This is an optimization exercise on Yosys and OpenROAD, whose aim is small area, a short achievable clock period and few clock cycles, not a production implementation. RTL that was checked went through simulation tests only; none was proved equivalent to the original. No activity file was given, so power comes from the tool's default toggle rates.

## job 105
Design fast_top_level, start of the top module:
module fast_top_level #(
    parameter X_MAX = 64,
    parameter Y_MAX = 64,
    parameter THRESHOLD = 20
) (
    input logic clk, n_rst,
    input logic [7:0] SRAM_in_gaus,
    input logic new_trans, SRAM_in_fast,
    input logic [$clog2(X_MAX) - 1:0] max_x, max_y,
    output logic write_SRAM_fast, read_SRAM_gaus, read_SRAM_fast, write_SRAM_OUT, done,
    output logic signed [$clog2(X_MAX):0] x_addr_gaus, y_addr_gaus, x_addr_fast, y_addr_fast, x_addr_OUT, y_addr_OUT,
    output logic [23:0] SRAM_OUT_wdata
);
localparam int K    = 13;            
localparam int P    = K + 6;         
localparam int CI   = 3 * P + 1;     
localparam int LEN  = 6 * P + 3;     
localparam int GI   = 2 * P + 2;     
localparam int GLEN = 4 * P + 5;     
localparam int TE   = 3 * P + 3;     
localparam int TW   = 5 * P + 8;     
localparam int EO   = TE % P;        
localparam int WO   = TW % P;
localparam int AW   = $clog2(X_MAX) + 1;
logic [5:0] mxq, myq;                
logic [5:0] xlast, xm4;              
logic signed [7:0] hlim;             
logic ntq, busy, fin, finq, rg_q;
logic [6:0] tc;
logic e_on, w_on;
always_ff @(posedge clk) begin
    mxq   <= max_x;
    myq   <= max_y;
    xlast <= mxq - 6'd1;
    xm4   <= mxq - 6'd4;
    hlim  <= $signed({2'b0, myq}) + 8'sd2 - 8'(K);
end
always_ff @(posedge clk, negedge n_rst) begin
    if (!n_rst) begin
        ntq  <= 1'b0;
        busy <= 1'b0;
        rg_q <= 1'b0;
        e_on <= 1'b0;
        w_on <= 1'b0;
        finq <= 1'b0;
  ...
Size: roughly 2400 cells after synthesis, roughly 95 I/O pins, about 0.032 mm² of cells after synthesis.
Settings: LEC_CHECK=0, CAP_MARGIN=20, CORE_MARGIN=2, CORE_UTILIZATION=40, CTS_CLUSTER_DIAMETER=100, CTS_CLUSTER_SIZE=30, PLACE_DENSITY=0.6, SLEW_MARGIN=20; clock period 8.0 ns.
standard.sh (not shown) runs the stock make flow with config.mk's settings and CLKGATE_MAP_FILE= SYNTH_SCRIPT=/design/flow/synth_recipe.tcl, a recipe that flattens the netlist after the stock synthesis.
==> flow/flow/run.sh <==
#!/bin/bash
# Standard layout, with timing repair aimed below the clock period (setup
# margin) and plain buffers on the ports. The make output goes to
# standard_finish.log; each ORFS step logs to orfs/logs/.
set -euo pipefail
bash standard.sh SETUP_SLACK_MARGIN=5.4 \
    "BUFFER_PORTS_ARGS=-buffer_cell sky130_fd_sc_hd__buf_4" \
    finish > standard_finish.log 2>&1
What job 101 does differently from job 105 at the input level:
- changing CTS_CLUSTER_SIZE from 30 to 25
- changing CTS_CLUSTER_DIAMETER from 100 to 90
### Flow results
Going from job 105 to job 101, leakage power of the design up about 0.5%; sequential share of layout area down 0.33 points; flip-flop and latch area flat; power in combinational cells flat; number of design-rule violations left by the first detailed-router iteration down about 2.7%.
Job 101 against job 105; detailed-route wire length per cell is down slightly.
The combinational cell fraction of total power of job 101 and that of job 105 are within noise of each other.
No functional check of the RTL was part of any run of this note.

## alpha
Another version of the RTL of fast_top_level (not shown whole).
Size in the first run: ~2100 cells after synthesis, about 970 flip-flops, about 95 I/O pins, about 27000 µm² of cells after synthesis.
clock: 8.0 ns
lec_check: 0
cap_margin: 20
core_margin: 2
core_utilization: 40
cts_cluster_diameter: 100
cts_cluster_size: 30
place_density: 0.6
slew_margin: 20
==> flow/flow/run.sh <==
#!/bin/bash
# Standard layout, with timing repair aimed below the clock period (setup
# margin) and plain buffers on the ports. The make output goes to
# standard_finish.log; each ORFS step logs to orfs/logs/.
set -euo pipefail
bash standard.sh SETUP_SLACK_MARGIN=5.2 \
    "BUFFER_PORTS_ARGS=-buffer_cell sky130_fd_sc_hd__buf_2" \
    finish > standard_finish.log 2>&1
alpha: flow completed, timing, DRC and antenna clean
Testbench counts of alpha, summed over its fixed seeds: cycles 107,168.
[inputs] beta vs alpha
--- a/flow/flow/run.sh
+++ b/flow/flow/run.sh
@@ -5,3 +5,3 @@
 set -euo pipefail
-bash standard.sh SETUP_SLACK_MARGIN=5.2 \
+bash standard.sh SETUP_SLACK_MARGIN=5.4 \
     "BUFFER_PORTS_ARGS=-buffer_cell sky130_fd_sc_hd__buf_2" \
[summary]
beta: all stages complete, timing, DRC and antenna checks passed. The maximum frequency from static timing analysis was comparable across alpha and beta. Changes observed in beta relative to alpha: part of the total power dissipated in sequential elements lower; time the worst path needs with I/O delays and setup roughly the same; number of ordinary and repair buffers in the finished layout higher. [beta vs alpha] combinational fraction of design power: higher in beta. | power | lower: alpha |. As far as maximum ir drop on the vdd rail is concerned, alpha and beta perform about the same.
Edits applied to the flow inputs when going from beta to gamma:
--- a/flow/flow/run.sh
+++ b/flow/flow/run.sh
@@ -5,3 +5,3 @@
 set -euo pipefail
-bash standard.sh SETUP_SLACK_MARGIN=5.4 \
+bash standard.sh SETUP_SLACK_MARGIN=5.1 \
     "BUFFER_PORTS_ARGS=-buffer_cell sky130_fd_sc_hd__buf_2" \
Between gamma and beta, the fmax figures differ only marginally.
gamma ends up with a sequential group share of total power that is 1.0 points higher than in beta.
Summary of gamma over beta: wire length has decreased, number of vias per cell after detailed routing has increased, clock network fraction of design power has increased.
NOTE combinational power beta->gamma decreased by more than 10%
beta and gamma ended up with nearly the same final worst slack.
Compared with beta, in gamma number of synthesized flops with an enable pin barely changed; global-route wire length before repair saw a decrease; power consumption decreased 130 µW.

fast_top_level, a different RTL version from the one above (not shown whole).
Size in the first run: roughly 2600 cells after synthesis, roughly 1200 flip-flops, about 95 I/O pins, ~34000 sq um of cells after synthesis.
## fast_top_level
module fast_top_level #(
    parameter X_MAX = 64,
    parameter Y_MAX = 64,
    parameter THRESHOLD = 20
) (
    input logic clk, n_rst,
    input logic [7:0] SRAM_in_gaus,
    input logic new_trans, SRAM_in_fast,
    input logic [$clog2(X_MAX) - 1:0] max_x, max_y,
    output logic write_SRAM_fast, read_SRAM_gaus, read_SRAM_fast, write_SRAM_OUT, done,
    output logic signed [$clog2(X_MAX):0] x_addr_gaus, y_addr_gaus, x_addr_fast, y_addr_fast, x_addr_OUT, y_addr_OUT,
    output logic [23:0] SRAM_OUT_wdata
);
localparam int K    = 13;            
localparam int P    = K + 6;         
localparam int CI   = 3 * P + 1;     
localparam int LEN  = 6 * P + 3;     
localparam int GI   = 2 * P + 2;     
localparam int GLEN = 4 * P + 5;     
localparam int TE   = 3 * P + 4;     
localparam int TW   = 5 * P + 9;     
localparam int EO   = TE % P;        
localparam int WO   = TW % P;
localparam int AW   = $clog2(X_MAX) + 1;
logic [5:0] mxq, myq;                
logic [5:0] xlast, xm4;              
logic signed [7:0] hlim;             
  ...
==> flow/config.mk <==
export PLATFORM = sky130hd
export DESIGN_NAME = fast_top_level
export DESIGN_NICKNAME = fast_top_level
export VERILOG_FILES = /design/flow/design.v
export SDC_FILE = /design/flow/constraint.sdc
export NUM_CORES = 4
export LEC_CHECK = 0
export CAP_MARGIN = 20
export CORE_MARGIN = 2
export CORE_UTILIZATION = 40
export PLACE_DENSITY = 0.6
export SETUP_SLACK_MARGIN = 5
export SLEW_MARGIN = 20
==> flow/constraint.sdc <==
create_clock -name core_clock -period 8.0 [get_ports {clk}]
set_input_delay 1.6000 -clock core_clock [delete_from_list [all_inputs] [get_ports {clk}]]
set_output_delay 1.6000 -clock core_clock [all_outputs]
set_load 0.01 [all_outputs]
run.sh (not shown) runs the stock make flow with config.mk's settings and CLKGATE_MAP_FILE= SYNTH_SCRIPT=/design/flow/synth_recipe.tcl, a recipe that flattens the netlist after the stock synthesis.
Stock flow here: none of the scripts above is used.
The baseline completed without violations.
Rerun with:
==> flow/flow/run.sh (new file) <==
#!/bin/bash
# Standard layout, with timing repair aimed below the clock period (setup
# margin) and plain buffers on the ports. The make output goes to
# standard_finish.log; each ORFS step logs to orfs/logs/.
set -euo pipefail
bash standard.sh SETUP_SLACK_MARGIN=5.4 \
    "BUFFER_PORTS_ARGS=-buffer_cell sky130_fd_sc_hd__buf_4" \
    finish > standard_finish.log 2>&1
==> flow/standard.sh (new file) <==
#!/bin/bash
# synth_recipe.tcl (not shown) runs the flow's synth.tcl, then flattens the netlist and writes it again
# the make line also repeats each setting of config.mk as NAME=value (left out here)
make -C /OpenROAD-flow-scripts/flow DESIGN_CONFIG=/design/flow/config.mk WORK_HOME=/design/flow/orfs CLKGATE_MAP_FILE= SYNTH_SCRIPT=/design/flow/synth_recipe.tcl "${@:-finish}"
--- a/flow/config.mk
+++ b/flow/config.mk
@@ -12 +11,0 @@
-export SETUP_SLACK_MARGIN = 5
removed: flow/run.sh
Clock skew shrinks by 0.023 ns.
Die area stays the same.
Clock power shrinks by about 3%.
Final area grows by about 0.7%.
Worst setup slack improves by 0.095 ns.
Via count grows by about 0.6%.
Fmax grows by about 3.3%.
Global-route usage is about the same.
Function was not checked in any run of this note: the RTL went through the layout flow alone.

Setup of rev 12:
Another version of the RTL of fast_top_level (not shown whole).
Size: ~2100 cells after synthesis, about 95 I/O pins, roughly 27000 um^2 of cells after synthesis.
## fast_top_level
module fast_top_level #(
    parameter X_MAX = 64,
    parameter Y_MAX = 64,
    parameter THRESHOLD = 20
) (
    input logic clk, n_rst,
    input logic [7:0] SRAM_in_gaus,
    input logic new_trans, SRAM_in_fast,
    input logic [$clog2(X_MAX) - 1:0] max_x, max_y,
    output logic write_SRAM_fast, read_SRAM_gaus, read_SRAM_fast, write_SRAM_OUT, done,
    output logic signed [$clog2(X_MAX):0] x_addr_gaus, y_addr_gaus, x_addr_fast, y_addr_fast, x_addr_OUT, y_addr_OUT,
    output logic [23:0] SRAM_OUT_wdata
);
clock: 8.0 ns
lec_check: 0
cap_margin: 20
core_margin: 2
core_utilization: 55
cts_cluster_diameter: 100
cts_cluster_size: 30
place_density: 0.7
slew_margin: 20
standard.sh (not shown) runs the stock make flow with config.mk's settings and CLKGATE_MAP_FILE= SYNTH_SCRIPT=/design/flow/synth_recipe.tcl, a recipe that flattens the netlist after the stock synthesis.
==> flow/flow/run.sh <==
#!/bin/bash
# Standard layout, with timing repair aimed below the clock period (setup
# margin) and plain buffers on the ports. The make output goes to
# standard_finish.log; each ORFS step logs to orfs/logs/.
set -euo pipefail
bash standard.sh SETUP_SLACK_MARGIN=5.4 \
    "BUFFER_PORTS_ARGS=-buffer_cell sky130_fd_sc_hd__buf_2" \
    finish > standard_finish.log 2>&1
Testbench counts of rev 12, summed over its fixed seeds: cycles 107,168.
diff inputs: rev 12 => rev 13
- PLACE_DENSITY: 0.7 -> 0.6
- CORE_UTILIZATION: 55 -> 40
### Flow results
[rev 13 vs rev 12] number of tapcells: higher in rev 13
Wire length: rev 13 > rev 12
Compared rev 13 vs rev 12, and core utilization is down in rev 13.
Rev 13 vs rev 12: endpoint required time on the critical path up
Rev 13 vs. rev 12: global placer's final weighted congestion shrank by 2.9%, cell area went up 1.2%, worst hold slack saw an increase.

static timing again, ports no longer ideal:
How much do the figures lean on ideal ports? The routed layouts below were timed once more, with nothing changed but the port constraints.
Step 1 assumes that a clkbuf_16 drives the clock port and a buf_2 every other input.
Step 2 times the ports against the registers' clock, not the clock port: input delays grow and output delays shrink by t, the midpoint of the rising clock arrivals with the driver on.
Three values: ideal, step 1, step 2; two values: the first two.
| run | t, ns | setup WS [ns] | worst hold slack (ns) | worst setup path at the end | clock arrival spread, ns |
|---|---|---|---|---|---|
| job 105 | 0.689 | 5.119 / 5.087 / 5.119 | 0.318 / 0.318 / 0.318 | register to register | 0.045 / 0.045 |
| job 101 | 0.700 | 5.099 / 5.083 / 5.099 | 0.316 / 0.316 / 0.316 | register to register | 0.035 / 0.036 |
| alpha | 0.643 | 5.190 / 5.129 / 5.337 | 0.307 / 0.307 / 0.307 | register to register | 0.033 / 0.033 |
| beta | 0.645 | 5.189 / 5.128 / 5.268 | 0.308 / 0.308 / 0.308 | register to register | 0.033 / 0.033 |
| gamma | 0.647 | 5.186 / 5.125 / 5.242 | 0.307 / 0.307 / 0.307 | register to register | 0.036 / 0.036 |
| the first run of note 3 | 0.722 | 5.076 / 5.016 / 5.178 | 0.274 / 0.274 / 0.274 | register to register | 0.061 / 0.061 |
| the second run of note 3 | 0.722 | 5.171 / 5.107 / 5.442 | 0.298 / 0.298 / 0.298 | register to register | 0.045 / 0.044 |
| rev 12 | 0.645 | 5.030 / 5.030 / 5.030 | 0.315 / 0.315 / 0.315 | register to register | 0.024 / 0.025 |
| rev 13 | 0.649 | 5.059 / 5.059 / 5.059 | 0.320 / 0.320 / 0.320 | register to register | 0.038 / 0.039 |
After both steps setup and hold are still met in every run listed.
